This is an optimization exercise on Yosys and OpenROAD, whose aim is small area, a short achievable clock period and few clock cycles per item, not a production implementation.
No functional check of the RTL was part of any run shown here.

$ cat config.mk
export PLATFORM = sky130hd
export DESIGN_NAME = geofence
export DESIGN_NICKNAME = geofence
export VERILOG_FILES = /design/flow/design.v
export SDC_FILE = /design/flow/constraint.sdc
export NUM_CORES = 4
export LEC_CHECK = 0
export CAP_MARGIN = 20
export CORE_MARGIN = 2
export CORE_UTILIZATION = 40
export SETUP_SLACK_MARGIN = 1.0
export SLEW_MARGIN = 20
export SYNTH_HIERARCHICAL = 1
export SYNTH_MINIMUM_KEEP_SIZE = 0
$ cat constraint.sdc
create_clock -name core_clock -period 7.5 [get_ports {clk}]
set_input_delay 1.5000 -clock core_clock [delete_from_list [all_inputs] [get_ports {clk}]]
set_output_delay 1.5000 -clock core_clock [all_outputs]
set_load 0.01 [all_outputs]
$ cat design.v
module BoothEnc (input [9:0] m,
                 output [5:0] one,
                 output [5:0] two,
                 output [5:0] neg);
    wire [12:0] b = {2'b00, m, 1'b0};    
    genvar i;
    generate
        for (i = 0; i < 6; i = i + 1) begin : dig
            assign one[i] = b[2*i+1] ^ b[2*i];
            assign two[i] = (b[2*i+2] & ~b[2*i+1] & ~b[2*i]) | (~b[2*i+2] & b[2*i+1] & b[2*i]);
            assign neg[i] = b[2*i+2];
        end
    endgenerate
endmodule
module FA (input a, input b, input c, output s, output co);
    assign s = a ^ b ^ c;
    assign co = (a & b) | (c & (a ^ b));
endmodule
module HA (input a, input b, output s, output co);
    assign s = a ^ b;
    assign co = a & b;
endmodule
module GPI (input a, input b, output ng, output np);
    assign ng = ~(a & b);
    assign np = ~(a | b);
endmodule
module MGI (input gh, input ph, input gl, input pl, output g, output p);
    assign g = ~(gh & (ph | gl));
    assign p = ~(ph | pl);
endmodule
module MGP (input gh, input ph, input gl, input pl, output g, output p);
    assign g = ~(gh | (ph & gl));
    assign p = ~(ph & pl);
endmodule
module INV2 (input g, input p, output gn, output pn);
    assign gn = ~g;
    assign pn = ~p;
endmodule
module CrossProduct (input [10:0] ax,
                     input [10:0] ay,
                     input bx_sign,
                     input [5:0] bx_one,
                     input [5:0] bx_two,
                     input [5:0] bx_neg,
                     input by_sign,
                     input [5:0] by_one,
                     input [5:0] by_two,
                     input [5:0] by_neg,
                     output pos);
    wire [9:0] ma = ax[9:0], mc = ay[9:0];
    wire n1 = ax[10] ^ by_sign;    
    wire n2 = ay[10] ^ bx_sign;    
    wire gt;
    assign pos = n1 ? (n2 & ~gt) : (n2 | gt);
    wire pp1, pp2, pp3, pp4, pp5, pp6, pp7, pp8, pp9, pp10, pp11, ns12, nc13, pp14, pp15, pp16;
    wire pp17, pp18, pp19, pp20, pp21, pp22, pp23, pp24, ns25, nc26, pp27, pp28, pp29, pp30, pp31, pp32;
    wire pp33, pp34, pp35, pp36, pp37, ns38, nc39, pp40, pp41, pp42, pp43, pp44, pp45, pp46, pp47, pp48;
    wire pp49, pp50, ns51, nc52, pp53, pp54, pp55, pp56, pp57, pp58, pp59, pp60, pp61, pp62, pp63, ns64;
    wire nc65, pp66, pp67, pp68, pp69, pp70, pp71, pp72, pp73, pp74, pp75, pp76, pp77, pp78, pp79, pp80;
    wire pp81, pp82, pp83, pp84, pp85, pp86, ns87, nc88, pp89, pp90, pp91, pp92, pp93, pp94, pp95, pp96;
    wire pp97, pp98, pp99, ns100, nc101, pp102, pp103, pp104, pp105, pp106, pp107, pp108, pp109, pp110, pp111, pp112;
    wire ns113, nc114, pp115, pp116, pp117, pp118, pp119, pp120, pp121, pp122, pp123, pp124, pp125, ns126, nc127, pp128;
    wire pp129, pp130, pp131, pp132, pp133, pp134, pp135, pp136, pp137, pp138, ns139, nc140, pp141, pp142, pp143, pp144;
    wire pp145, pp146, pp147, pp148, pp149, pp150, s151, c152, s153, c154, s155, c156, s157, c158, s159, c160;
    wire s161, c162, s163, c164, s165, c166, s167, c168, s169, c170, s171, c172, s173, c174, s175, c176;
    wire s177, c178, s179, c180, s181, c182, s183, c184, s185, c186, s187, c188, s189, c190, s191, c192;
    wire s193, c194, s195, c196, s197, c198, s199, c200, s201, c202, s203, c204, s205, c206, s207, c208;
    wire s209, c210, s211, c212, s213, c214, s215, c216, s217, c218, s219, c220, s221, c222, s223, c224;
    wire s225, c226, s227, c228, s229, c230, s231, c232, s233, c234, s235, c236, s237, c238, s239, c240;
    wire s241, c242, s243, c244, s245, c246, s247, c248, s249, c250, s251, c252, s253, c254, s255, c256;
    wire s257, c258, s259, c260, s261, c262, s263, c264, s265, c266, s267, c268, s269, c270, s271, c272;
    wire s273, c274, s275, c276, s277, c278, s279, c280, s281, c282, s283, c284, s285, c286, s287, c288;
    wire s289, c290, s291, c292, s293, c294, s295, c296, s297, c298, s299, c300, s301, c302, s303, c304;
    wire s305, c306, s307, c308, s309, c310, s311, c312, s313, c314, s315, c316, s317, c318, s319, c320;
    wire s321, c322, s323, c324, s325, c326, s327, c328, s329, c330, s331, c332, s333, c334, s335, c336;
    wire s337, c338, s339, c340, s341, c342, s343, c344, s345, c346, s347, c348, s349, c350, s351, c352;
    wire s353, c354, s355, c356, s357, c358, s359, c360, s361, c362, s363, c364, s365, c366, s367, c368;
    wire s369, c370, s371, c372, s373, c374, s375, c376, s377, c378, s379, c380, s381, c382, s383, c384;
    wire s385, c386, s387, c388, s389, c390, s391, c392, s393, c394, s395, c396, s397, c398, s399, c400;
    wire s401, c402, s403, c404, s405, c406, s407, c408, s409, c410, s411, c412, s413, c414, s415, c416;
    wire s417, c418, s419, c420, s421, c422, s423, c424, s425, c426, s427, c428, g429, t430, g431, t432;
    wire g433, t434, g435, t436, g437, t438, g439, t440, g441, t442, g443, t444, g445, t446, g447, t448;
    wire g449, t450, g451, t452, g453, t454, g455, t456, g457, t458, g459, t460, g461, t462, g463, t464;
    wire g465, t466, g467, t468, G469, P470, G471, P472, G473, P474, G475, P476, G477, P478, G479, P480;
    wire G481, P482, G483, P484, G485, P486, G487, P488, G489, P490, G491, P492, G493, P494, G495, P496;
    wire G497, P498, G499, P500, G501, P502, G503, P504, G505, P506, G507, P508, G509, P510;
    assign pp1 = ((by_one[0] & ma[0])) ^ by_neg[0];
    assign pp2 = ((by_one[0] & ma[1]) | (by_two[0] & ma[0])) ^ by_neg[0];
    assign pp3 = ((by_one[0] & ma[2]) | (by_two[0] & ma[1])) ^ by_neg[0];
    assign pp4 = ((by_one[0] & ma[3]) | (by_two[0] & ma[2])) ^ by_neg[0];
    assign pp5 = ((by_one[0] & ma[4]) | (by_two[0] & ma[3])) ^ by_neg[0];
    assign pp6 = ((by_one[0] & ma[5]) | (by_two[0] & ma[4])) ^ by_neg[0];
    assign pp7 = ((by_one[0] & ma[6]) | (by_two[0] & ma[5])) ^ by_neg[0];
    assign pp8 = ((by_one[0] & ma[7]) | (by_two[0] & ma[6])) ^ by_neg[0];
    assign pp9 = ((by_one[0] & ma[8]) | (by_two[0] & ma[7])) ^ by_neg[0];
    assign pp10 = ((by_one[0] & ma[9]) | (by_two[0] & ma[8])) ^ by_neg[0];
    assign pp11 = ((by_two[0] & ma[9])) ^ by_neg[0];
    assign ns12 = ~(by_neg[0]);
    assign nc13 = by_neg[0];
    assign pp14 = ((by_one[1] & ma[0])) ^ by_neg[1];
    assign pp15 = ((by_one[1] & ma[1]) | (by_two[1] & ma[0])) ^ by_neg[1];
    assign pp16 = ((by_one[1] & ma[2]) | (by_two[1] & ma[1])) ^ by_neg[1];
    assign pp17 = ((by_one[1] & ma[3]) | (by_two[1] & ma[2])) ^ by_neg[1];
    assign pp18 = ((by_one[1] & ma[4]) | (by_two[1] & ma[3])) ^ by_neg[1];
    assign pp19 = ((by_one[1] & ma[5]) | (by_two[1] & ma[4])) ^ by_neg[1];
    assign pp20 = ((by_one[1] & ma[6]) | (by_two[1] & ma[5])) ^ by_neg[1];
    assign pp21 = ((by_one[1] & ma[7]) | (by_two[1] & ma[6])) ^ by_neg[1];
    assign pp22 = ((by_one[1] & ma[8]) | (by_two[1] & ma[7])) ^ by_neg[1];
    assign pp23 = ((by_one[1] & ma[9]) | (by_two[1] & ma[8])) ^ by_neg[1];
    assign pp24 = ((by_two[1] & ma[9])) ^ by_neg[1];
    assign ns25 = ~(by_neg[1]);
    assign nc26 = by_neg[1];
    assign pp27 = ((by_one[2] & ma[0])) ^ by_neg[2];
    assign pp28 = ((by_one[2] & ma[1]) | (by_two[2] & ma[0])) ^ by_neg[2];
    assign pp29 = ((by_one[2] & ma[2]) | (by_two[2] & ma[1])) ^ by_neg[2];
    assign pp30 = ((by_one[2] & ma[3]) | (by_two[2] & ma[2])) ^ by_neg[2];
    assign pp31 = ((by_one[2] & ma[4]) | (by_two[2] & ma[3])) ^ by_neg[2];
    assign pp32 = ((by_one[2] & ma[5]) | (by_two[2] & ma[4])) ^ by_neg[2];
    assign pp33 = ((by_one[2] & ma[6]) | (by_two[2] & ma[5])) ^ by_neg[2];
    assign pp34 = ((by_one[2] & ma[7]) | (by_two[2] & ma[6])) ^ by_neg[2];
    assign pp35 = ((by_one[2] & ma[8]) | (by_two[2] & ma[7])) ^ by_neg[2];
    assign pp36 = ((by_one[2] & ma[9]) | (by_two[2] & ma[8])) ^ by_neg[2];
    assign pp37 = ((by_two[2] & ma[9])) ^ by_neg[2];
    assign ns38 = ~(by_neg[2]);
    assign nc39 = by_neg[2];
    assign pp40 = ((by_one[3] & ma[0])) ^ by_neg[3];
    assign pp41 = ((by_one[3] & ma[1]) | (by_two[3] & ma[0])) ^ by_neg[3];
    assign pp42 = ((by_one[3] & ma[2]) | (by_two[3] & ma[1])) ^ by_neg[3];
    assign pp43 = ((by_one[3] & ma[3]) | (by_two[3] & ma[2])) ^ by_neg[3];
    assign pp44 = ((by_one[3] & ma[4]) | (by_two[3] & ma[3])) ^ by_neg[3];
    assign pp45 = ((by_one[3] & ma[5]) | (by_two[3] & ma[4])) ^ by_neg[3];
    assign pp46 = ((by_one[3] & ma[6]) | (by_two[3] & ma[5])) ^ by_neg[3];
    assign pp47 = ((by_one[3] & ma[7]) | (by_two[3] & ma[6])) ^ by_neg[3];
    assign pp48 = ((by_one[3] & ma[8]) | (by_two[3] & ma[7])) ^ by_neg[3];
    assign pp49 = ((by_one[3] & ma[9]) | (by_two[3] & ma[8])) ^ by_neg[3];
    assign pp50 = ((by_two[3] & ma[9])) ^ by_neg[3];
    assign ns51 = ~(by_neg[3]);
    assign nc52 = by_neg[3];
    assign pp53 = ((by_one[4] & ma[0])) ^ by_neg[4];
    assign pp54 = ((by_one[4] & ma[1]) | (by_two[4] & ma[0])) ^ by_neg[4];
    assign pp55 = ((by_one[4] & ma[2]) | (by_two[4] & ma[1])) ^ by_neg[4];
    assign pp56 = ((by_one[4] & ma[3]) | (by_two[4] & ma[2])) ^ by_neg[4];
    assign pp57 = ((by_one[4] & ma[4]) | (by_two[4] & ma[3])) ^ by_neg[4];
    assign pp58 = ((by_one[4] & ma[5]) | (by_two[4] & ma[4])) ^ by_neg[4];
    assign pp59 = ((by_one[4] & ma[6]) | (by_two[4] & ma[5])) ^ by_neg[4];
    assign pp60 = ((by_one[4] & ma[7]) | (by_two[4] & ma[6])) ^ by_neg[4];
    assign pp61 = ((by_one[4] & ma[8]) | (by_two[4] & ma[7])) ^ by_neg[4];
    assign pp62 = ((by_one[4] & ma[9]) | (by_two[4] & ma[8])) ^ by_neg[4];
    assign pp63 = ((by_two[4] & ma[9])) ^ by_neg[4];
    assign ns64 = ~(by_neg[4]);
    assign nc65 = by_neg[4];
    assign pp66 = (by_one[5] & ma[0]);
    assign pp67 = (by_one[5] & ma[1]);
    assign pp68 = (by_one[5] & ma[2]);
    assign pp69 = (by_one[5] & ma[3]);
    assign pp70 = (by_one[5] & ma[4]);
    assign pp71 = (by_one[5] & ma[5]);
    assign pp72 = (by_one[5] & ma[6]);
    assign pp73 = (by_one[5] & ma[7]);
    assign pp74 = (by_one[5] & ma[8]);
    assign pp75 = (by_one[5] & ma[9]);
    assign pp76 = ((bx_one[0] & mc[0])) ^ ~bx_neg[0];
    assign pp77 = ((bx_one[0] & mc[1]) | (bx_two[0] & mc[0])) ^ ~bx_neg[0];
    assign pp78 = ((bx_one[0] & mc[2]) | (bx_two[0] & mc[1])) ^ ~bx_neg[0];
    assign pp79 = ((bx_one[0] & mc[3]) | (bx_two[0] & mc[2])) ^ ~bx_neg[0];
    assign pp80 = ((bx_one[0] & mc[4]) | (bx_two[0] & mc[3])) ^ ~bx_neg[0];
    assign pp81 = ((bx_one[0] & mc[5]) | (bx_two[0] & mc[4])) ^ ~bx_neg[0];
    assign pp82 = ((bx_one[0] & mc[6]) | (bx_two[0] & mc[5])) ^ ~bx_neg[0];
    assign pp83 = ((bx_one[0] & mc[7]) | (bx_two[0] & mc[6])) ^ ~bx_neg[0];
    assign pp84 = ((bx_one[0] & mc[8]) | (bx_two[0] & mc[7])) ^ ~bx_neg[0];
    assign pp85 = ((bx_one[0] & mc[9]) | (bx_two[0] & mc[8])) ^ ~bx_neg[0];
    assign pp86 = ((bx_two[0] & mc[9])) ^ ~bx_neg[0];
    assign ns87 = ~(~bx_neg[0]);
    assign nc88 = ~bx_neg[0];
    assign pp89 = ((bx_one[1] & mc[0])) ^ ~bx_neg[1];
    assign pp90 = ((bx_one[1] & mc[1]) | (bx_two[1] & mc[0])) ^ ~bx_neg[1];
    assign pp91 = ((bx_one[1] & mc[2]) | (bx_two[1] & mc[1])) ^ ~bx_neg[1];
    assign pp92 = ((bx_one[1] & mc[3]) | (bx_two[1] & mc[2])) ^ ~bx_neg[1];
    assign pp93 = ((bx_one[1] & mc[4]) | (bx_two[1] & mc[3])) ^ ~bx_neg[1];
    assign pp94 = ((bx_one[1] & mc[5]) | (bx_two[1] & mc[4])) ^ ~bx_neg[1];
    assign pp95 = ((bx_one[1] & mc[6]) | (bx_two[1] & mc[5])) ^ ~bx_neg[1];
    assign pp96 = ((bx_one[1] & mc[7]) | (bx_two[1] & mc[6])) ^ ~bx_neg[1];
    assign pp97 = ((bx_one[1] & mc[8]) | (bx_two[1] & mc[7])) ^ ~bx_neg[1];
    assign pp98 = ((bx_one[1] & mc[9]) | (bx_two[1] & mc[8])) ^ ~bx_neg[1];
    assign pp99 = ((bx_two[1] & mc[9])) ^ ~bx_neg[1];
    assign ns100 = ~(~bx_neg[1]);
    assign nc101 = ~bx_neg[1];
    assign pp102 = ((bx_one[2] & mc[0])) ^ ~bx_neg[2];
    assign pp103 = ((bx_one[2] & mc[1]) | (bx_two[2] & mc[0])) ^ ~bx_neg[2];
    assign pp104 = ((bx_one[2] & mc[2]) | (bx_two[2] & mc[1])) ^ ~bx_neg[2];
    assign pp105 = ((bx_one[2] & mc[3]) | (bx_two[2] & mc[2])) ^ ~bx_neg[2];
    assign pp106 = ((bx_one[2] & mc[4]) | (bx_two[2] & mc[3])) ^ ~bx_neg[2];
    assign pp107 = ((bx_one[2] & mc[5]) | (bx_two[2] & mc[4])) ^ ~bx_neg[2];
    assign pp108 = ((bx_one[2] & mc[6]) | (bx_two[2] & mc[5])) ^ ~bx_neg[2];
    assign pp109 = ((bx_one[2] & mc[7]) | (bx_two[2] & mc[6])) ^ ~bx_neg[2];
    assign pp110 = ((bx_one[2] & mc[8]) | (bx_two[2] & mc[7])) ^ ~bx_neg[2];
    assign pp111 = ((bx_one[2] & mc[9]) | (bx_two[2] & mc[8])) ^ ~bx_neg[2];
    assign pp112 = ((bx_two[2] & mc[9])) ^ ~bx_neg[2];
    assign ns113 = ~(~bx_neg[2]);
    assign nc114 = ~bx_neg[2];
    assign pp115 = ((bx_one[3] & mc[0])) ^ ~bx_neg[3];
    assign pp116 = ((bx_one[3] & mc[1]) | (bx_two[3] & mc[0])) ^ ~bx_neg[3];
    assign pp117 = ((bx_one[3] & mc[2]) | (bx_two[3] & mc[1])) ^ ~bx_neg[3];
    assign pp118 = ((bx_one[3] & mc[3]) | (bx_two[3] & mc[2])) ^ ~bx_neg[3];
    assign pp119 = ((bx_one[3] & mc[4]) | (bx_two[3] & mc[3])) ^ ~bx_neg[3];
    assign pp120 = ((bx_one[3] & mc[5]) | (bx_two[3] & mc[4])) ^ ~bx_neg[3];
    assign pp121 = ((bx_one[3] & mc[6]) | (bx_two[3] & mc[5])) ^ ~bx_neg[3];
    assign pp122 = ((bx_one[3] & mc[7]) | (bx_two[3] & mc[6])) ^ ~bx_neg[3];
    assign pp123 = ((bx_one[3] & mc[8]) | (bx_two[3] & mc[7])) ^ ~bx_neg[3];
    assign pp124 = ((bx_one[3] & mc[9]) | (bx_two[3] & mc[8])) ^ ~bx_neg[3];
    assign pp125 = ((bx_two[3] & mc[9])) ^ ~bx_neg[3];
    assign ns126 = ~(~bx_neg[3]);
    assign nc127 = ~bx_neg[3];
    assign pp128 = ((bx_one[4] & mc[0])) ^ ~bx_neg[4];
    assign pp129 = ((bx_one[4] & mc[1]) | (bx_two[4] & mc[0])) ^ ~bx_neg[4];
    assign pp130 = ((bx_one[4] & mc[2]) | (bx_two[4] & mc[1])) ^ ~bx_neg[4];
    assign pp131 = ((bx_one[4] & mc[3]) | (bx_two[4] & mc[2])) ^ ~bx_neg[4];
    assign pp132 = ((bx_one[4] & mc[4]) | (bx_two[4] & mc[3])) ^ ~bx_neg[4];
    assign pp133 = ((bx_one[4] & mc[5]) | (bx_two[4] & mc[4])) ^ ~bx_neg[4];
    assign pp134 = ((bx_one[4] & mc[6]) | (bx_two[4] & mc[5])) ^ ~bx_neg[4];
    assign pp135 = ((bx_one[4] & mc[7]) | (bx_two[4] & mc[6])) ^ ~bx_neg[4];
    assign pp136 = ((bx_one[4] & mc[8]) | (bx_two[4] & mc[7])) ^ ~bx_neg[4];
    assign pp137 = ((bx_one[4] & mc[9]) | (bx_two[4] & mc[8])) ^ ~bx_neg[4];
    assign pp138 = ((bx_two[4] & mc[9])) ^ ~bx_neg[4];
    assign ns139 = ~(~bx_neg[4]);
    assign nc140 = ~bx_neg[4];
    assign pp141 = ~((bx_one[5] & mc[0]));
    assign pp142 = ~((bx_one[5] & mc[1]));
    assign pp143 = ~((bx_one[5] & mc[2]));
    assign pp144 = ~((bx_one[5] & mc[3]));
    assign pp145 = ~((bx_one[5] & mc[4]));
    assign pp146 = ~((bx_one[5] & mc[5]));
    assign pp147 = ~((bx_one[5] & mc[6]));
    assign pp148 = ~((bx_one[5] & mc[7]));
    assign pp149 = ~((bx_one[5] & mc[8]));
    assign pp150 = ~((bx_one[5] & mc[9]));
    FA fs151 (.a(pp7), .b(pp18), .c(pp29), .s(s151), .co(c152));
    HA hs153 (.a(pp8), .b(pp19), .s(s153), .co(c154));
    FA fs155 (.a(pp9), .b(pp20), .c(pp31), .s(s155), .co(c156));
    FA fs157 (.a(pp42), .b(pp53), .c(nc65), .s(s157), .co(c158));
    HA hs159 (.a(pp84), .b(pp95), .s(s159), .co(c160));
    FA fs161 (.a(pp10), .b(pp21), .c(pp32), .s(s161), .co(c162));
    FA fs163 (.a(pp43), .b(pp54), .c(pp85), .s(s163), .co(c164));
    HA hs165 (.a(pp96), .b(pp107), .s(s165), .co(c166));
    FA fs167 (.a(pp11), .b(pp22), .c(pp33), .s(s167), .co(c168));
    FA fs169 (.a(pp44), .b(pp55), .c(pp66), .s(s169), .co(c170));
    FA fs171 (.a(pp86), .b(pp97), .c(pp108), .s(s171), .co(c172));
    FA fs173 (.a(ns12), .b(pp23), .c(pp34), .s(s173), .co(c174));
    FA fs175 (.a(pp45), .b(pp56), .c(pp67), .s(s175), .co(c176));
    FA fs177 (.a(ns87), .b(pp98), .c(pp109), .s(s177), .co(c178));
    FA fs179 (.a(pp24), .b(pp35), .c(pp46), .s(s179), .co(c180));
    FA fs181 (.a(pp57), .b(pp68), .c(pp99), .s(s181), .co(c182));
    HA hs183 (.a(pp110), .b(pp121), .s(s183), .co(c184));
    FA fs185 (.a(ns25), .b(pp36), .c(pp47), .s(s185), .co(c186));
    FA fs187 (.a(pp58), .b(pp69), .c(ns100), .s(s187), .co(c188));
    HA hs189 (.a(pp111), .b(pp122), .s(s189), .co(c190));
    FA fs191 (.a(pp37), .b(pp48), .c(pp59), .s(s191), .co(c192));
    HA hs193 (.a(ns38), .b(pp49), .s(s193), .co(c194));
    HA hs195 (.a(pp3), .b(pp14), .s(s195), .co(c196));
    FA fs197 (.a(pp5), .b(pp16), .c(pp27), .s(s197), .co(c198));
    HA hs199 (.a(nc39), .b(pp80), .s(s199), .co(c200));
    FA fs201 (.a(pp6), .b(pp17), .c(pp28), .s(s201), .co(c202));
    HA hs203 (.a(pp81), .b(pp92), .s(s203), .co(c204));
    FA fs205 (.a(s151), .b(pp40), .c(nc52), .s(s205), .co(c206));
    FA fs207 (.a(pp82), .b(pp93), .c(pp104), .s(s207), .co(c208));
    HA hs209 (.a(pp115), .b(nc127), .s(s209), .co(c210));
    FA fs211 (.a(s153), .b(pp30), .c(pp41), .s(s211), .co(c212));
    FA fs213 (.a(pp83), .b(pp94), .c(pp105), .s(s213), .co(c214));
    assign s215 = ~(pp116 ^ c152);
    assign c216 = pp116 | c152;
    FA fs217 (.a(s155), .b(s157), .c(s159), .s(s217), .co(c218));
    FA fs219 (.a(pp106), .b(pp117), .c(pp128), .s(s219), .co(c220));
    assign s221 = ~(nc140 ^ c154);
    assign c222 = nc140 | c154;
    FA fs223 (.a(s161), .b(s163), .c(s165), .s(s223), .co(c224));
    FA fs225 (.a(pp118), .b(pp129), .c(c156), .s(s225), .co(c226));
    assign s227 = ~(c158 ^ c160);
    assign c228 = c158 | c160;
    FA fs229 (.a(s167), .b(s169), .c(s171), .s(s229), .co(c230));
    FA fs231 (.a(pp119), .b(pp130), .c(pp141), .s(s231), .co(c232));
    FA fs233 (.a(c162), .b(c164), .c(c166), .s(s233), .co(c234));
    FA fs235 (.a(s173), .b(s175), .c(s177), .s(s235), .co(c236));
    FA fs237 (.a(pp120), .b(pp131), .c(pp142), .s(s237), .co(c238));
    FA fs239 (.a(c168), .b(c170), .c(c172), .s(s239), .co(c240));
    FA fs241 (.a(s179), .b(s181), .c(s183), .s(s241), .co(c242));
    FA fs243 (.a(pp132), .b(pp143), .c(c174), .s(s243), .co(c244));
    assign s245 = ~(c176 ^ c178);
    assign c246 = c176 | c178;
    FA fs247 (.a(s185), .b(s187), .c(s189), .s(s247), .co(c248));
    FA fs249 (.a(pp133), .b(pp144), .c(c180), .s(s249), .co(c250));
    assign s251 = ~(c182 ^ c184);
    assign c252 = c182 | c184;
    FA fs253 (.a(s191), .b(pp70), .c(pp112), .s(s253), .co(c254));
    FA fs255 (.a(pp123), .b(pp134), .c(pp145), .s(s255), .co(c256));
    FA fs257 (.a(c186), .b(c188), .c(c190), .s(s257), .co(c258));
    FA fs259 (.a(s193), .b(pp60), .c(pp71), .s(s259), .co(c260));
    FA fs261 (.a(ns113), .b(pp124), .c(pp135), .s(s261), .co(c262));
    assign s263 = ~(pp146 ^ c192);
    assign c264 = pp146 | c192;
    FA fs265 (.a(pp50), .b(pp61), .c(pp72), .s(s265), .co(c266));
    FA fs267 (.a(pp125), .b(pp136), .c(pp147), .s(s267), .co(c268));
    FA fs269 (.a(ns51), .b(pp62), .c(pp73), .s(s269), .co(c270));
    HA hs271 (.a(ns126), .b(pp137), .s(s271), .co(c272));
    HA hs273 (.a(pp1), .b(nc13), .s(s273), .co(c274));
    FA fs275 (.a(s195), .b(nc26), .c(pp78), .s(s275), .co(c276));
    FA fs277 (.a(pp4), .b(pp15), .c(pp79), .s(s277), .co(c278));
    HA hs279 (.a(pp90), .b(c196), .s(s279), .co(c280));
    FA fs281 (.a(s197), .b(s199), .c(pp91), .s(s281), .co(c282));
    assign s283 = ~(pp102 ^ nc114);
    assign c284 = pp102 | nc114;
    FA fs285 (.a(s201), .b(s203), .c(pp103), .s(s285), .co(c286));
    assign s287 = ~(c198 ^ c200);
    assign c288 = c198 | c200;
    FA fs289 (.a(s205), .b(s207), .c(s209), .s(s289), .co(c290));
    assign s291 = ~(c202 ^ c204);
    assign c292 = c202 | c204;
    FA fs293 (.a(s211), .b(s213), .c(s215), .s(s293), .co(c294));
    FA fs295 (.a(c206), .b(c208), .c(c210), .s(s295), .co(c296));
    FA fs297 (.a(s217), .b(s219), .c(s221), .s(s297), .co(c298));
    FA fs299 (.a(c212), .b(c214), .c(c216), .s(s299), .co(c300));
    FA fs301 (.a(s223), .b(s225), .c(s227), .s(s301), .co(c302));
    FA fs303 (.a(c218), .b(c220), .c(c222), .s(s303), .co(c304));
    FA fs305 (.a(s229), .b(s231), .c(s233), .s(s305), .co(c306));
    FA fs307 (.a(c224), .b(c226), .c(c228), .s(s307), .co(c308));
    FA fs309 (.a(s235), .b(s237), .c(s239), .s(s309), .co(c310));
    FA fs311 (.a(c230), .b(c232), .c(c234), .s(s311), .co(c312));
    FA fs313 (.a(s241), .b(s243), .c(s245), .s(s313), .co(c314));
    FA fs315 (.a(c236), .b(c238), .c(c240), .s(s315), .co(c316));
    FA fs317 (.a(s247), .b(s249), .c(s251), .s(s317), .co(c318));
    FA fs319 (.a(c242), .b(c244), .c(c246), .s(s319), .co(c320));
    FA fs321 (.a(s253), .b(s255), .c(s257), .s(s321), .co(c322));
    FA fs323 (.a(c248), .b(c250), .c(c252), .s(s323), .co(c324));
    FA fs325 (.a(s259), .b(s261), .c(s263), .s(s325), .co(c326));
    FA fs327 (.a(c254), .b(c256), .c(c258), .s(s327), .co(c328));
    FA fs329 (.a(s265), .b(s267), .c(c194), .s(s329), .co(c330));
    FA fs331 (.a(c260), .b(c262), .c(c264), .s(s331), .co(c332));
    FA fs333 (.a(s269), .b(s271), .c(pp148), .s(s333), .co(c334));
    assign s335 = ~(c266 ^ c268);
    assign c336 = c266 | c268;
    FA fs337 (.a(pp63), .b(pp74), .c(pp138), .s(s337), .co(c338));
    FA fs339 (.a(pp149), .b(c270), .c(c272), .s(s339), .co(c340));
    FA fs341 (.a(ns64), .b(pp75), .c(ns139), .s(s341), .co(c342));
    assign s343 = ~pp150;
    assign c344 = pp150;
    HA hs345 (.a(s273), .b(pp76), .s(s345), .co(c346));
    FA fs347 (.a(pp2), .b(pp77), .c(c274), .s(s347), .co(c348));
    FA fs349 (.a(s275), .b(pp89), .c(nc101), .s(s349), .co(c350));
    FA fs351 (.a(s277), .b(s279), .c(c276), .s(s351), .co(c352));
    FA fs353 (.a(s281), .b(s283), .c(c278), .s(s353), .co(c354));
    FA fs355 (.a(s285), .b(s287), .c(c282), .s(s355), .co(c356));
    FA fs357 (.a(s289), .b(s291), .c(c286), .s(s357), .co(c358));
    FA fs359 (.a(s293), .b(s295), .c(c290), .s(s359), .co(c360));
    FA fs361 (.a(s297), .b(s299), .c(c294), .s(s361), .co(c362));
    FA fs363 (.a(s301), .b(s303), .c(c298), .s(s363), .co(c364));
    FA fs365 (.a(s305), .b(s307), .c(c302), .s(s365), .co(c366));
    FA fs367 (.a(s309), .b(s311), .c(c306), .s(s367), .co(c368));
    FA fs369 (.a(s313), .b(s315), .c(c310), .s(s369), .co(c370));
    FA fs371 (.a(s317), .b(s319), .c(c314), .s(s371), .co(c372));
    FA fs373 (.a(s321), .b(s323), .c(c318), .s(s373), .co(c374));
    FA fs375 (.a(s325), .b(s327), .c(c322), .s(s375), .co(c376));
    FA fs377 (.a(s329), .b(s331), .c(c326), .s(s377), .co(c378));
    FA fs379 (.a(s333), .b(s335), .c(c330), .s(s379), .co(c380));
    FA fs381 (.a(s337), .b(s339), .c(c334), .s(s381), .co(c382));
    FA fs383 (.a(s341), .b(s343), .c(c338), .s(s383), .co(c384));
    HA hs385 (.a(c342), .b(c344), .s(s385), .co(c386));
    HA hs387 (.a(s345), .b(nc88), .s(s387), .co(c388));
    assign s389 = ~(s347 ^ c346);
    assign c390 = s347 | c346;
    assign s391 = ~(s349 ^ c348);
    assign c392 = s349 | c348;
    assign s393 = ~(s351 ^ c350);
    assign c394 = s351 | c350;
    FA fs395 (.a(s353), .b(c280), .c(c352), .s(s395), .co(c396));
    FA fs397 (.a(s355), .b(c284), .c(c354), .s(s397), .co(c398));
    FA fs399 (.a(s357), .b(c288), .c(c356), .s(s399), .co(c400));
    FA fs401 (.a(s359), .b(c292), .c(c358), .s(s401), .co(c402));
    FA fs403 (.a(s361), .b(c296), .c(c360), .s(s403), .co(c404));
    FA fs405 (.a(s363), .b(c300), .c(c362), .s(s405), .co(c406));
    FA fs407 (.a(s365), .b(c304), .c(c364), .s(s407), .co(c408));
    FA fs409 (.a(s367), .b(c308), .c(c366), .s(s409), .co(c410));
    FA fs411 (.a(s369), .b(c312), .c(c368), .s(s411), .co(c412));
    FA fs413 (.a(s371), .b(c316), .c(c370), .s(s413), .co(c414));
    FA fs415 (.a(s373), .b(c320), .c(c372), .s(s415), .co(c416));
    FA fs417 (.a(s375), .b(c324), .c(c374), .s(s417), .co(c418));
    FA fs419 (.a(s377), .b(c328), .c(c376), .s(s419), .co(c420));
    FA fs421 (.a(s379), .b(c332), .c(c378), .s(s421), .co(c422));
    FA fs423 (.a(s381), .b(c336), .c(c380), .s(s423), .co(c424));
    FA fs425 (.a(s383), .b(c340), .c(c382), .s(s425), .co(c426));
    assign s427 = ~(s385 ^ c384);
    assign c428 = s385 | c384;
    assign g429 = ~s387;
    assign t430 = 1'b0;
    GPI ug431 (.a(s389), .b(c388), .ng(g431), .np(t432));
    GPI ug433 (.a(s391), .b(c390), .ng(g433), .np(t434));
    GPI ug435 (.a(s393), .b(c392), .ng(g435), .np(t436));
    GPI ug437 (.a(s395), .b(c394), .ng(g437), .np(t438));
    GPI ug439 (.a(s397), .b(c396), .ng(g439), .np(t440));
    GPI ug441 (.a(s399), .b(c398), .ng(g441), .np(t442));
    GPI ug443 (.a(s401), .b(c400), .ng(g443), .np(t444));
    GPI ug445 (.a(s403), .b(c402), .ng(g445), .np(t446));
    GPI ug447 (.a(s405), .b(c404), .ng(g447), .np(t448));
    GPI ug449 (.a(s407), .b(c406), .ng(g449), .np(t450));
    GPI ug451 (.a(s409), .b(c408), .ng(g451), .np(t452));
    GPI ug453 (.a(s411), .b(c410), .ng(g453), .np(t454));
    GPI ug455 (.a(s413), .b(c412), .ng(g455), .np(t456));
    GPI ug457 (.a(s415), .b(c414), .ng(g457), .np(t458));
    GPI ug459 (.a(s417), .b(c416), .ng(g459), .np(t460));
    GPI ug461 (.a(s419), .b(c418), .ng(g461), .np(t462));
    GPI ug463 (.a(s421), .b(c420), .ng(g463), .np(t464));
    GPI ug465 (.a(s423), .b(c422), .ng(g465), .np(t466));
    GPI ug467 (.a(s425), .b(c424), .ng(g467), .np(t468));
    MGI mG469 (.gh(g467), .ph(t468), .gl(g465), .pl(t466), .g(G469), .p(P470));
    MGI mG471 (.gh(g463), .ph(t464), .gl(g461), .pl(t462), .g(G471), .p(P472));
    MGI mG473 (.gh(g459), .ph(t460), .gl(g457), .pl(t458), .g(G473), .p(P474));
    MGI mG475 (.gh(g455), .ph(t456), .gl(g453), .pl(t454), .g(G475), .p(P476));
    MGI mG477 (.gh(g451), .ph(t452), .gl(g449), .pl(t450), .g(G477), .p(P478));
    MGI mG479 (.gh(g447), .ph(t448), .gl(g445), .pl(t446), .g(G479), .p(P480));
    MGI mG481 (.gh(g443), .ph(t444), .gl(g441), .pl(t442), .g(G481), .p(P482));
    MGI mG483 (.gh(g439), .ph(t440), .gl(g437), .pl(t438), .g(G483), .p(P484));
    MGI mG485 (.gh(g435), .ph(t436), .gl(g433), .pl(t434), .g(G485), .p(P486));
    MGI mG487 (.gh(g431), .ph(t432), .gl(g429), .pl(t430), .g(G487), .p(P488));
    MGP mG489 (.gh(G469), .ph(P470), .gl(G471), .pl(P472), .g(G489), .p(P490));
    MGP mG491 (.gh(G473), .ph(P474), .gl(G475), .pl(P476), .g(G491), .p(P492));
    MGP mG493 (.gh(G477), .ph(P478), .gl(G479), .pl(P480), .g(G493), .p(P494));
    MGP mG495 (.gh(G481), .ph(P482), .gl(G483), .pl(P484), .g(G495), .p(P496));
    MGP mG497 (.gh(G485), .ph(P486), .gl(G487), .pl(P488), .g(G497), .p(P498));
    MGI mG499 (.gh(G489), .ph(P490), .gl(G491), .pl(P492), .g(G499), .p(P500));
    MGI mG501 (.gh(G493), .ph(P494), .gl(G495), .pl(P496), .g(G501), .p(P502));
    INV2 iG503 (.g(G497), .p(P498), .gn(G503), .pn(P504));
    MGP mG505 (.gh(G499), .ph(P500), .gl(G501), .pl(P502), .g(G505), .p(P506));
    INV2 iG507 (.g(G503), .p(P504), .gn(G507), .pn(P508));
    MGI mG509 (.gh(G505), .ph(P506), .gl(G507), .pl(P508), .g(G509), .p(P510));
    assign gt = ~(s427 ^ c426 ^ G509);
endmodule
module geofence (clk,
                 reset,
                 X,
                 Y,
                 valid,
                 is_inside);
    input clk;
    input reset;
    input [9:0] X;
    input [9:0] Y;
    output valid;
    output is_inside;
    reg [3:0] cnt;
    reg [9:0] px, py;
    reg [10:0] ux, uy, upx, upy, sx, sy, ex, ey;    
    reg sel_s, sel_e;
    reg ins, vld;
    wire [10:0] scx = sel_s ? upx : sx;
    wire [10:0] scy = sel_s ? upy : sy;
    wire [10:0] ecx = sel_e ? upx : ex;
    wire [10:0] ecy = sel_e ? upy : ey;
    wire cs, ce;
    wire [5:0] ux_one, ux_two, ux_neg, uy_one, uy_two, uy_neg;
    BoothEnc BX (.m(ux[9:0]), .one(ux_one), .two(ux_two), .neg(ux_neg));
    BoothEnc BY (.m(uy[9:0]), .one(uy_one), .two(uy_two), .neg(uy_neg));
    CrossProduct C0 (.ax(scx), .ay(scy),
                     .bx_sign(ux[10]), .bx_one(ux_one), .bx_two(ux_two), .bx_neg(ux_neg),
                     .by_sign(uy[10]), .by_one(uy_one), .by_two(uy_two), .by_neg(uy_neg),
                     .pos(cs));
    CrossProduct C1 (.ax(ecx), .ay(ecy),
                     .bx_sign(ux[10]), .bx_one(ux_one), .bx_two(ux_two), .bx_neg(ux_neg),
                     .by_sign(uy[10]), .by_one(uy_one), .by_two(uy_two), .by_neg(uy_neg),
                     .pos(ce));
    assign valid = vld;
    assign is_inside = ins;
    always @(posedge clk or posedge reset) begin
        if (reset) begin
            cnt <= 4'd0;
            vld <= 1'b0;
        end else begin
            cnt <= (cnt == 4'd8) ? 4'd0 : cnt + 4'd1;
            vld <= (cnt == 4'd7);
        end
    end
    wire [10:0] dx = {1'b0, X} - {1'b0, px};
    wire [10:0] dy = {1'b0, Y} - {1'b0, py};
    wire [9:0] nx = px - X;
    wire [9:0] ny = py - Y;
    wire place = cnt >= 4'd3 && cnt <= 4'd7;
    always @(posedge clk) begin
        if (cnt == 4'd0) begin
            px <= X;
            py <= Y;
        end
        ux <= {dx[10], dx[10] ? nx : dx[9:0]};
        uy <= {dy[10], dy[10] ? ny : dy[9:0]};
        upx <= ux;
        upy <= uy;
        sx <= scx;
        sy <= scy;
        ex <= ecx;
        ey <= ecy;
        sel_s <= cnt == 4'd2 || (place && !cs && !ce);
        sel_e <= cnt == 4'd2 || (place && cs && ce);
        if (cnt == 4'd2)
            ins <= 1'b0;
        else if (place && !cs && ce)
            ins <= 1'b1;
    end
endmodule
$ cat run.sh
#!/bin/bash
# synth_recipe.tcl (not shown) runs the flow's synth.tcl, then flattens the netlist and writes it again
# the make line also repeats each setting of config.mk as NAME=value (left out here)
make -C /OpenROAD-flow-scripts/flow DESIGN_CONFIG=/design/flow/config.mk WORK_HOME=/design/flow/orfs CLKGATE_MAP_FILE= SYNTH_SCRIPT=/design/flow/synth_recipe.tcl finish
==> run notes, run 1 <==
outcome timing/DRC/antenna clean; worst setup margin 1.33 ns; Initial Util 40.7%; RSZ-0062 raised after global routing yes; gr ovfl total 0; total iterations of the first detailed-routing run 6; Vias/cell 5.34; Slew HR 47.6%; first-pass GRT wire length 64600 um; Reg2Reg Depth 23; initial antenna violation count 0; placed inst area 16200 um^2; Core Box Area 38800 um^2; R2R Path End ins$_SDFFE_PP0P_; Die W 203 um; Crit Path Max Fanout 20; worst reg2reg path startpoint ux[5]$_DFF_P_; Tcrit/Tclk final 82.3%; die height 203 um; largest net degree at the start of global routing 28; share of cells above drive strength 1 10.8%; syn avg cell area 9.80 um^2; Worst EP arrival 6.49 ns; setup TNS 0 ns; clock sink total 116; Synth-to-Final Area Change 6.79%; WL/cell 18.6 um; crit path kind reg2reg; GPL Wtd Cong 0.849; row cnt 72; Yosys Warn Count 7; clock tree root buffer cell clkbuf_16; FF-to-FF setup slack 1.33 ns; Syn Inst Count 1611; clock-pin slew on the worst setup and hold paths 0.06 ns; hold_sp ux[8]$_DFF_P_; maximum clock frequency 162 MHz; vias in the first global route 12.0k; H-Tree Depth 4; DPL Wire Length 29300 um; Slew Limit Fails 0; Nets 1895; ANT cells 0; I/O Buffers 23; post-CTS setup buffers 0; syn_nets 1950; Maximum Capacitance Violations 0; final WL 38800 um; Setup WS pre-CTS 1.06 ns; Worst Clk Skew 0.0140 ns; worst hold path stage count 0; TritonCTS buffer count 17; Residual DRC 0; num ports 24; antenna-violating nets left 0; CP Capture Type flip-flop; crit start category flip-flop; Finish-stage setup viols 0; Die Footprint 41100 um^2; CTS Buffer Depth 2; worst slew pin tran 0.786 ns; post-route cell area 16900 um^2; endpoints failing hold 0; min-delay worst type reg2reg; CTS tree done; crit path time final 6.17 ns; synthesized area 15800 um^2; worst-skew pair later-pin latency 0.42 ns; vias 11.2k; Min-Delay Endpoint upx[8]$_DFF_P_; initial DRC count 717; total track usage 19.9%; Critical Path RT 7.81 ns
[how the worst max path moves through the flow]
stage	startpoint	slack, ns	end
2_1_floorplan	sel_s$_DFF_P_	1.82	ins$_SDFFE_PP0P_
3_3_place_gp	sel_s$_DFF_P_	1.07	ins$_SDFFE_PP0P_
3_5_place_dp	sel_s$_DFF_P_	1.06	ins$_SDFFE_PP0P_
4_1_cts	sel_s$_DFF_P_	1.02	ins$_SDFFE_PP0P_
5_1_grt	uy[7]$_DFF_P_	0.99	ins$_SDFFE_PP0P_
6_report	ux[5]$_DFF_P_	1.33	ins$_SDFFE_PP0P_
[flip-flops by register name, indices dropped and copies added (netlist names)]
name and count:
cnt 4, ex 11, ey 11, ins 1, px 10, py 10, sel_e 1, sel_s 1
sx 11, sy 11, upx 11, upy 11, ux 11, uy 11, vld 1
[what timing repair did]
| item | 4_1_cts | 5_1_grt |
|---|---|---|
| hold buffers | 0 | 0 |
| resized for setup | 0 | 14 |
| endpoints found under the setup margin | 0 | 3 |
[critical path, stage by stage, from the launching register on]
cell and delay, ns:
dfxtp_4 0.55, buf_4 0.37, nand3b_1 0.11, o21ai_1 0.08, buf_4 0.32, a22oi_1 0.14, xnor2_1 0.16, ha_1 0.32
fa_1 0.49, fa_1 0.52, fa_1 0.52, fa_1 0.57, nor2_1 0.06, nor2_1 0.11, nand2_1 0.07, nor2_1 0.35
nand2_1 0.12, o21ai_2 0.25, xor2_1 0.20, xnor2_1 0.17, mux2i_1 0.26, nor3_1 0.09, a21oi_1 0.17, nor2_1 0.06
[final cells by class]
class                           instances  area [um^2]
Fill cell                            3728        22000
Timing Repair Buffer                   61          519
Inverter                              167          627
Multi-Input combinational cell       1193        11900
Clock buffer                           19          443
Tap cell                              518          648
Sequential cell                       116         2570
Clock inverter                         13          169
[metal layers]
layer	vias to the layer above	part of all wire, %	global-route usage (%)
met5	-	0	0
met4	0	2.9	7.35
met3	69	4.7	2.47
met2	334	48	32.8
met1	5583	45	26.8
li1	5167	-	-
[metrics by stage]
step                      cells  hold WS (ns)  utilization (%)
after CTS                  2087         0.389             43.3
final                      2087         0.387             43.4
after floorplan            1611         0.352                -
after detailed placement   2055         0.381             41.8
after global placement     2055         0.376             41.8
after global routing       2087         0.394             43.4
[placed cells by master, fill, tap and decap left out, types with 4 or more instances in the layout]
cell and instances:
clkbuf_16 17, buf_4 37, xnor2_1 185, fa_1 220
and2_1 23, o21ai_1 7, mux2i_1 16, clkdlybuf4s50_1 23
mux2_2 44, dfxtp_4 7, o21ai_0 12, a21oi_1 34
a22oi_1 182, nand2_1 121, nand2b_1 10, nand3b_1 6
o22ai_1 5, ha_1 97, xor2_1 67, a21oi_2 13
inv_1 167, o21ai_2 28, dfxtp_1 83, a31oi_1 4
a21o_1 15, dfrtp_1 5, nor2_1 67, edfxtp_1 20
nand3_1 6
==> run 2: changes to the inputs <==
--- a/config.mk
+++ b/config.mk
@@ -10,3 +10,2 @@
 export CORE_UTILIZATION = 40
-export SETUP_SLACK_MARGIN = 1.0
 export SLEW_MARGIN = 20
==> run 2 against run 1 <==
Cell count unchanged. Die area unchanged. Global-route usage unchanged. Still clean on timing, DRC and antenna. First-iteration DRC count up 0.98%. Sequential share of layout area down 0.082 points.
==> run notes, run 2 <==
gr ovfl total 0 (unchanged); total track usage 19.9% (unchanged); setup TNS 0 ns (unchanged); initial antenna violation count 0 (unchanged); cts hold-fix bufs 0 (unchanged); clock-pin slew on the worst setup and hold paths 0.06 ns (about the same); Seq. cell area 2550 um^2 (was 2570 um^2); I/O Buffers 23 (unchanged); Residual DRC 0 (unchanged); clock tree root buffer cell clkbuf_16 (unchanged); largest net degree at the start of global routing 28 (unchanged); most used cell, CP fa_1; Setup WS pre-CTS 1.06 ns (unchanged); die height 203 um (unchanged); synthesized area 15800 um^2 (unchanged); GPL Wtd Cong 0.849 (unchanged); Finish-stage setup viols 0 (unchanged); Crit Path Max Fanout 17 (was 20); crit start category flip-flop (unchanged); delay-heaviest family, CP adder cells (unchanged); RSZ-0062 raised after global routing no (was yes); crit path launch sel_s$_DFF_P_ (was ux[5]$_DFF_P_); CTS Buffer Depth 2 (unchanged); vias 11.2k (unchanged); outcome timing/DRC/antenna clean (unchanged); CP Capture Type flip-flop (unchanged); H-Tree Depth 4 (unchanged); TritonCTS buffer count 17 (unchanged); total iterations of the first detailed-routing run 6 (unchanged); Worst Clk Skew 0.0135 ns (was 0.0140 ns); Multi-input gate area 11900 um^2 (about the same); Tcrit/Tclk final 87.3% (was 82.3%); crit-path max cell delay 0.84 ns (was 0.57 ns); WL/cell 18.6 um (about the same); final WL 38800 um (about the same); post-CTS setup buffers 0 (unchanged); cell breakdown of the critical path mux2_2 > a22oi_1 > xnor2_1 > fa_1 > fa_1 > fa_1 > fa_1 > fa_1 > nor2_1 > nor2_1 > nand2_1 > nor2_1 > nand2_1 > o21ai_2 > xor2_1 > xnor2_1 > mux2i_1 > nor3_1 > a21oi_1 > nor2_1 (was buf_4 > nand3b_1 > o21ai_1 > buf_4 > a22oi_1 > xnor2_1 > ha_1 > fa_1 > fa_1 > fa_1 > fa_1 > nor2_1 > nor2_1 > nand2_1 > nor2_1 > nand2_1 > o21ai_2 > xor2_1 > xnor2_1 > mux2i_1 > nor3_1 > a21oi_1 > nor2_1); syn avg cell area 9.80 um^2 (unchanged); post-cts sizing count 0 (unchanged); Slew HR 37.0% (was 47.6%); R2R Path End ins$_SDFFE_PP0P_ (unchanged); instance count on the critical path 20 (was 23); Slew Limit Fails 0 (unchanged); vias in the first global route 12.0k (unchanged); worst reg2reg path startpoint sel_s$_DFF_P_ (was ux[5]$_DFF_P_); antenna-violating nets left 0 (unchanged); Syn Inst Count 1611 (unchanged); Reg2Reg Depth 20 (was 23); row cnt 72 (unchanged); first-pass GRT wire length 64600 um (unchanged); Fillers 3730 (was 3728); Slowest cell on crit path dfxtp_1 (was fa_1); syn_nets 1950 (unchanged); worst slew pin tran 0.938 ns (was 0.786 ns); worst setup margin 0.953 ns (was 1.33 ns); Nets 1895 (unchanged); share of cells above drive strength 1 10.4% (was 10.8%); Vias/cell 5.34 (unchanged); maximum clock frequency 153 MHz (was 162 MHz); Critical Path RT 7.81 ns (about the same); Yosys Warn Count 7 (unchanged); min-delay worst type reg2reg (unchanged); ANT cells 0 (unchanged); Die W 203 um (unchanged); Post-Place Cells 2055 (unchanged); clock sink total 116 (unchanged); Initial Util 40.7% (unchanged); Die Footprint 41100 um^2 (unchanged); crit path time final 6.55 ns (was 6.17 ns); Synth-to-Final Area Change 6.53% (was 6.79%); num ports 24 (unchanged); initial DRC count 724 (was 717); Worst EP arrival 6.86 ns (was 6.49 ns); worst path buffer plus inverter count 0 (was 2); crit path kind reg2reg (unchanged); commonest non-fill, non-tap cell in the layout fa_1 (unchanged); CTS tree done (unchanged); FF-to-FF setup slack 0.95 ns (was 1.33 ns); worst-skew pair later-pin latency 0.42 ns (about the same); endpoints failing hold 0 (unchanged); Maximum Capacitance Violations 0 (unchanged); DPL Wire Length 29300 um (unchanged); most frequent cells in the layout fa_1, xnor2_1, a22oi_1, inv_1, nand2_1 (unchanged); Critical path destination ins$_SDFFE_PP0P_ (unchanged); Core Box Area 38800 um^2 (unchanged); Non-Filler Instances 2087 (unchanged)
-- run 2: metrics by stage --
stage                     instance area, um^2  util, %  hold WS [ns]
after detailed placement                16200     41.8         0.381
final                                   16800     43.3         0.387
after floorplan                         15800        -         0.352
after global routing                    16800     43.3         0.394
after global placement                  16200     41.8         0.376
after CTS                               16800     43.3         0.389
-- run 2: layout make-up --
| class | instances | area share [%] |
|---|---|---|
| Tap cell | 518 | 3.85 |
| Inverter | 167 | 3.73 |
| Timing Repair Buffer | 61 | 3.06 |
| Sequential cell | 116 | 15.2 |
| Clock inverter | 13 | 1.00 |
| Clock buffer | 19 | 2.63 |
| Multi-Input combinational cell | 1193 | 70.5 |
-- run 2: worst min path at each step --
stage                           to          start  depth (start not counted)  slack [ns]
global route        upx[8]$_DFF_P_  ux[8]$_DFF_P_                          0        0.39
CTS                 upx[8]$_DFF_P_  ux[8]$_DFF_P_                          0        0.39
global placement    upx[8]$_DFF_P_  ux[8]$_DFF_P_                          0        0.38
finish              upx[8]$_DFF_P_  ux[8]$_DFF_P_                          0        0.39
detailed placement  upx[8]$_DFF_P_  ux[8]$_DFF_P_                          0        0.38
floorplan           upx[0]$_DFF_P_  ux[0]$_DFF_P_                          0        0.35
-- run 2: per-layer routing --
layer | vias up | share of wire (%) | global-route usage, %
li1 | 5166 | - | -
met1 | 5561 | 44 | 26.8
met2 | 349 | 47 | 32.8
met3 | 77 | 5.3 | 2.47
met4 | 0 | 3.2 | 7.35
met5 | - | 0 | 0
-- run 2: worst reg2reg max path, delay by kind of cell, from the launching register on --
family | cells | cell delay (ns)
xor+xnor | 3 | 0.55
fa+ha+maj | 5 | 2.63
mux | 2 | 0.80
flops | 1 | 0.84
simple gates | 7 | 0.89
compound gates | 3 | 0.72
==> run 3: changes to the inputs <==
--- a/config.mk
+++ b/config.mk
@@ -10,2 +10,3 @@
 export CORE_UTILIZATION = 40
+export SETUP_SLACK_MARGIN = 3.0
 export SLEW_MARGIN = 20
==> run 3 against run 2 <==
Clock skew is 0.0019 ns lower. Worst hold slack gained 0.012 ns. Non-clock buffer count rose by 97. Sequential cell count unchanged. Routed wire length increased by 9.0%. Sequential share of layout area down 1.5 points. Maximum frequency up 14%. Die area unchanged. Largest cell class unchanged. Critical path type unchanged.
==> run notes, run 3 <==
crit path kind reg2reg (unchanged); total iterations of the first detailed-routing run 5 (was 6); Syn Inst Count 1611 (unchanged); commonest non-fill, non-tap cell in the layout fa_1 (unchanged); gr ovfl total 0 (unchanged); Slew Limit Fails 0 (unchanged); Maximum Capacitance Violations 0 (unchanged); Finish-stage setup viols 0 (unchanged); most frequent cells in the layout fa_1, xnor2_1, inv_1, a22oi_1, nand2_1 (was fa_1, xnor2_1, a22oi_1, inv_1, nand2_1); share of cells above drive strength 1 23.8% (was 10.4%); TritonCTS buffer count 17 (unchanged); Nets 2000 (was 1895); vias 11.9k (was 11.2k); Vias/cell 5.44 (was 5.34); ANT cells 0 (unchanged); endpoints failing hold 0 (unchanged); worst slew pin tran 0.721 ns (was 0.938 ns); R2R Path End ins$_SDFFE_PP0P_ (unchanged); hold_sp uy[10]$_DFF_P_ (was ux[8]$_DFF_P_); CTS tree done (unchanged); antenna-violating nets left 0 (unchanged); Residual DRC 0 (unchanged); GPL Wtd Cong 0.834 (was 0.849); row cnt 72 (unchanged); Worst EP arrival 6.04 ns (was 6.86 ns); Die Footprint 41100 um^2 (unchanged); die height 203 um (unchanged); Tcrit/Tclk final 76.3% (was 87.3%); Initial Util 40.7% (unchanged); Post-Place Cells 2052 (was 2055); syn avg cell area 9.80 um^2 (unchanged); vias in the first global route 12.7k (was 12.0k); maximum clock frequency 175 MHz (was 153 MHz); clock sink total 116 (unchanged); FF-to-FF setup slack 1.78 ns (was 0.95 ns); Core Box Area 38800 um^2 (unchanged); Die W 203 um (unchanged); initial antenna violation count 0 (unchanged); crit start category flip-flop (unchanged); setup TNS 0 ns (unchanged); worst reg2reg path startpoint ux[5]$_DFF_P_ (was sel_s$_DFF_P_); initial DRC count 944 (was 724); crit path time final 5.72 ns (was 6.55 ns); Reg2Reg Depth 23 (was 20); first-pass GRT wire length 68500 um (was 64600 um); CTS Buffer Depth 2 (unchanged); total track usage 21.3% (was 19.9%); Worst Clk Skew 0.0116 ns (was 0.0135 ns); syn_nets 1950 (unchanged); Crit Path Max Fanout 15 (was 17); Slew HR 51.8% (was 37.0%); RSZ-0062 raised after global routing yes (was no); WL/cell 19.3 um (was 18.6 um); worst-skew pair later-pin latency 0.42 ns (about the same); worst hold path stage count 0 (unchanged); Non-Filler Instances 2192 (was 2087); min-delay worst type reg2reg (unchanged); CP Capture Type flip-flop (unchanged); H-Tree Depth 4 (unchanged); synthesized area 15800 um^2 (unchanged); clock-pin slew on the worst setup and hold paths 0.06 ns (about the same); largest net degree at the start of global routing 45 (was 28); num ports 24 (unchanged); Critical Path RT 7.82 ns (was 7.81 ns); final WL 42300 um (was 38800 um); clock tree root buffer cell clkbuf_16 (unchanged); Synth-to-Final Area Change 19.3% (was 6.53%); DPL Wire Length 29100 um (was 29300 um); I/O Buffers 23 (unchanged); outcome timing/DRC/antenna clean (unchanged); Min-Delay Endpoint upy[10]$_DFF_P_ (was upx[8]$_DFF_P_); Yosys Warn Count 7 (unchanged)
run 3: cell types whose count changed in the layout (fill, tap and decap cells not counted), sizes merged, moves of 3 or more:
cell      previous run  this run
bufbuf               0         6
buf                 38       129
mux2                44        52
clkinv               3         6
clkinvlp             0         3
inv                174       170
run 3: repair_timing:
action / CTS / global route
setup endpoints to repair: 3 / 3
hold buffers: 0 / 0
cloned: 14 / 1
buffers inserted: 69 / 24
pin swaps: 23 / 21
resized for setup: 82 / 29
run 3: how the worst max path moves through the flow:
stage                       end          start  cells after the start  slack, ns
2_1_floorplan     sel_s$_DFF_P_  sel_s$_DFF_P_                     21       2.30
3_5_place_dp      sel_e$_DFF_P_  ux[3]$_DFF_P_                     19       0.94
5_1_grt           sel_e$_DFF_P_  sel_e$_DFF_P_                     20       1.51
3_3_place_gp   ins$_SDFFE_PP0P_  ux[3]$_DFF_P_                     21       1.05
4_1_cts           sel_e$_DFF_P_  sel_e$_DFF_P_                     20       1.72
6_report       ins$_SDFFE_PP0P_  ux[5]$_DFF_P_                     23       1.78
run 3: through the flow:
step	instance area (um^2)	worst slack, ns	util, %	hold slack, ns
floorplan	16400	2.30	-	0.352
global placement	16600	1.05	42.8	0.394
detailed placement	16600	0.943	42.8	0.393
CTS	18500	1.72	47.7	0.403
global route	18800	1.51	48.5	0.410
finish	18800	1.78	48.5	0.399
run 3: final cells by class:
type / instances / area (um^2)
clock buffer: 19 / 454
clock inverter: 13 / 124
fill: 3519 / 20000
inverter: 167 / 627
multi-input combinational: 1201 / 12800
sequential: 116 / 2590
tap: 518 / 648
timing repair buffer: 158 / 1640
run 3: critical path, stage by stage (launching register included):
cell and delay (ns):
dfxtp_4 0.40, buf_12 0.20, nand3b_1 0.17, o21ai_4 0.11, buf_6 0.17, a22oi_2 0.13
xor2_1 0.21, fa_1 0.47, fa_1 0.58, fa_1 0.45, fa_1 0.47, fa_1 0.59
nor2_2 0.06, nor2_2 0.15, nand2_2 0.10, nor2_4 0.11, nand2_1 0.08, o21ai_2 0.21
xor2_1 0.21, xnor2_1 0.16, mux2i_1 0.27, nor3_1 0.09, a21oi_1 0.16, nor2_1 0.05
run 3: per-layer routing:
metal	track usage, %	share of wire (%)	up-vias
met2	35.8	49	425
met4	5.89	2.3	0
met1	27.9	42	6046
met3	4.14	7.0	64
met5	0	0	-
li1	-	-	5388
==> run 4: changes to the inputs <==
--- a/config.mk
+++ b/config.mk
@@ -10,3 +10,3 @@
 export CORE_UTILIZATION = 40
-export SETUP_SLACK_MARGIN = 3.0
+export SETUP_SLACK_MARGIN = 2.0
 export SLEW_MARGIN = 20
==> run 4 against run 3 <==
Still clean. Final area shrank 2.7%. Count of clock-buffer cells in the layout fell by 1. Cell count is 0.87% lower. Routed wire length up 1.1%. Clock skew is 0.0027 ns higher. Largest cell class unchanged.
==> run notes, run 4 <==
worst reg2reg path startpoint sel_s$_DFF_P_ (was ux[5]$_DFF_P_); die height 203 um (unchanged); final WL 42700 um (was 42300 um); setup TNS 0 ns (unchanged); crit path kind reg2reg (unchanged); first-pass GRT wire length 67200 um (was 68500 um); Slew HR 52.1% (was 51.8%); Setup WS pre-CTS 0.772 ns (was 0.943 ns); Crit Path Max Fanout 7 (was 15); Min-Delay Endpoint upy[8]$_DFF_P_ (was upy[10]$_DFF_P_); FF-to-FF setup slack 1.72 ns (was 1.78 ns); total iterations of the first detailed-routing run 6 (was 5); Synth-to-Final Area Change 16.1% (was 19.3%); most frequent cells in the layout fa_1, xnor2_1, inv_1, a22oi_1, nand2_1 (unchanged); CTS tree done (unchanged); vias in the first global route 12.4k (was 12.7k); syn avg cell area 9.80 um^2 (unchanged); maximum clock frequency 173 MHz (was 175 MHz); placed inst area 16200 um^2 (was 16600 um^2); H-Tree Depth 4 (unchanged); DPL Wire Length 28600 um (was 29100 um); endpoints failing hold 0 (unchanged); num ports 24 (unchanged); synthesized area 15800 um^2 (unchanged); share of cells above drive strength 1 21.1% (was 23.8%); Tcrit/Tclk final 77.0% (was 76.3%); Nets 1981 (was 2000); Residual DRC 0 (unchanged); Worst EP arrival 6.09 ns (was 6.04 ns); Critical Path RT 7.81 ns (was 7.82 ns); vias 11.9k (about the same); min-delay worst type reg2reg (unchanged); Yosys Warn Count 7 (unchanged); Slowest cell on crit path fa_2 (was fa_1); Multi-input gate area 12600 um^2 (was 12800 um^2); initial antenna violation count 0 (unchanged); syn_nets 1950 (unchanged); Slew Limit Fails 0 (unchanged); cell breakdown of the critical path buf_6 > buf_12 > mux2_4 > a22oi_1 > xnor2_1 > fa_1 > fa_2 > fa_2 > fa_1 > fa_1 > nor2_2 > o21ai_2 > a21oi_2 > o21ai_2 > a21oi_2 > o21ai_4 > xor2_2 > xnor2_2 > mux2i_2 > nor3_2 > a21oi_1 > nor2_1 (was buf_12 > nand3b_1 > o21ai_4 > buf_6 > a22oi_2 > xor2_1 > fa_1 > fa_1 > fa_1 > fa_1 > fa_1 > nor2_2 > nor2_2 > nand2_2 > nor2_4 > nand2_1 > o21ai_2 > xor2_1 > xnor2_1 > mux2i_1 > nor3_1 > a21oi_1 > nor2_1); Seq. cell area 2590 um^2 (about the same); crit start category flip-flop (unchanged); worst-skew pair later-pin latency 0.42 ns (about the same); TritonCTS buffer count 17 (unchanged); largest net degree at the start of global routing 27 (was 45); WL/cell 19.7 um (was 19.3 um); post-route cell area 18300 um^2 (was 18800 um^2); worst hold path stage count 0 (unchanged); ANT cells 0 (unchanged); R2R Path End ins$_SDFFE_PP0P_ (unchanged); I/O Buffers 23 (unchanged); Worst Clk Skew 0.0143 ns (was 0.0116 ns); outcome timing/DRC/antenna clean (unchanged); GPL Wtd Cong 0.857 (was 0.834); gr ovfl total 0 (unchanged); clock sink total 116 (unchanged); Finish-stage setup viols 0 (unchanged); Die Footprint 41100 um^2 (unchanged); clock tree root buffer cell clkbuf_16 (unchanged); crit path time final 5.78 ns (was 5.72 ns); Maximum Capacitance Violations 0 (unchanged); Vias/cell 5.49 (was 5.44); most used cell, CP fa_1 (unchanged); Initial Util 40.7% (unchanged); hold_sp uy[8]$_DFF_P_ (was uy[10]$_DFF_P_); Core Box Area 38800 um^2 (unchanged); Reg2Reg Depth 22 (was 23); worst slew pin tran 0.717 ns (was 0.721 ns); Die W 203 um (unchanged); initial DRC count 1036 (was 944); CP Capture Type flip-flop (unchanged); commonest non-fill, non-tap cell in the layout fa_1 (unchanged); RSZ-0062 raised after global routing yes (unchanged); total track usage 20.9% (was 21.3%); Syn Inst Count 1611 (unchanged); Fillers 3550 (was 3519); clock-pin slew on the worst setup and hold paths 0.06 ns (about the same); crit-path max cell delay 0.61 ns (was 0.59 ns); cts hold-fix bufs 0 (unchanged); antenna-violating nets left 0 (unchanged); CTS Buffer Depth 2 (unchanged); row cnt 72 (unchanged); worst setup margin 1.72 ns (was 1.78 ns)
## run 4: worst max-delay path by stage
| stage | startpoint | to | slack [ns] |
|---|---|---|---|
| 2_1_floorplan | sel_e$_DFF_P_ | sel_e$_DFF_P_ | 2.01 |
| 3_3_place_gp | ux[3]$_DFF_P_ | sel_e$_DFF_P_ | 0.68 |
| 3_5_place_dp | ux[1]$_DFF_P_ | ins$_SDFFE_PP0P_ | 0.77 |
| 4_1_cts | sel_s$_DFF_P_ | ins$_SDFFE_PP0P_ | 1.74 |
| 5_1_grt | sel_e$_DFF_P_ | sel_e$_DFF_P_ | 1.46 |
| 6_report | sel_s$_DFF_P_ | ins$_SDFFE_PP0P_ | 1.72 |
## run 4: layout make-up
type                       count  area share (%)
clock buffer                  18            2.34
clock inverter                14           0.696
sequential                   116            14.1
inverter                     167            3.42
timing repair buffer         139            7.29
tap                          518            3.53
multi-input combinational   1201            68.6
## run 4: per-layer routing
| metal | part of all wire (%) | vias to the layer above | track usage, % |
|---|---|---|---|
| met1 | 42 | 5929 | 27.4 |
| met5 | 0 | - | 0 |
| met3 | 8.1 | 98 | 4.91 |
| li1 | - | 5356 | - |
| met4 | 2.8 | 0 | 6.31 |
| met2 | 47 | 556 | 34.2 |
## run 4: repair_timing
action | in CTS | in global routing
setup buffers | 68 | 6
endpoints found under the setup margin | 3 | 3
gates resized for setup | 134 | 50
pin swaps | 77 | 44
cloned | 11 | 4
## run 4: critical path, delay by kind of cell, from the launching register on
family                     cells  cell delay, ns
adders and majority gates      5            2.54
muxes                          2            0.66
and+or+nand+nor                3            0.28
xor gates and xnor gates       3            0.55
AOI/OAI and AO/OA              7            0.96
DFF                            1            0.41
buffers and inverters          2            0.25
## run 4: metrics by stage
step | utilization (%) | hold WS, ns | instances
3_5_place_dp | 41.7 | 0.384 | 2052
4_1_cts | 46.5 | 0.395 | 2163
2_1_floorplan | - | 0.352 | 1611
5_1_grt | 47.2 | 0.411 | 2173
6_report | 47.2 | 0.389 | 2173
3_3_place_gp | 41.7 | 0.380 | 2051

[what the ideal ports hide]
Ports are ideal in the flow. The routed layouts listed here were re-timed in OpenROAD.
Step 1 sets driving cells, clkbuf_16 on the clock port and buf_2 on the other inputs (assumed; they add their load-dependent delay and slew).
Step 2 moves the port delays by t, midway between the first and last clock arrival at a register: inputs arrive t later, outputs are due t later. That takes back most of the time a late clock gives input paths.
Slacks: ideal / step 1 / step 2; pairs: ideal / step 1.
run | shift t [ns] | setup WS [ns] | clock arrival spread, ns | slew at the worst register clock pin (ns) | worst data-port slew with drivers (ns)
run 1 | 0.460 | 1.326 / 1.326 / 1.326 | 0.018 / 0.018 | 0.06 / 0.06 | 0.03
run 2 | 0.457 | 0.953 / 0.953 / 0.953 | 0.015 / 0.014 | 0.06 / 0.06 | 0.03
run 3 | 0.465 | 1.779 / 1.779 / 1.779 | 0.013 / 0.014 | 0.06 / 0.06 | 0.04
run 4 | 0.462 | 1.722 / 1.722 / 1.722 | 0.017 / 0.017 | 0.06 / 0.06 | 0.04
After both steps setup and hold are still met in every run listed.
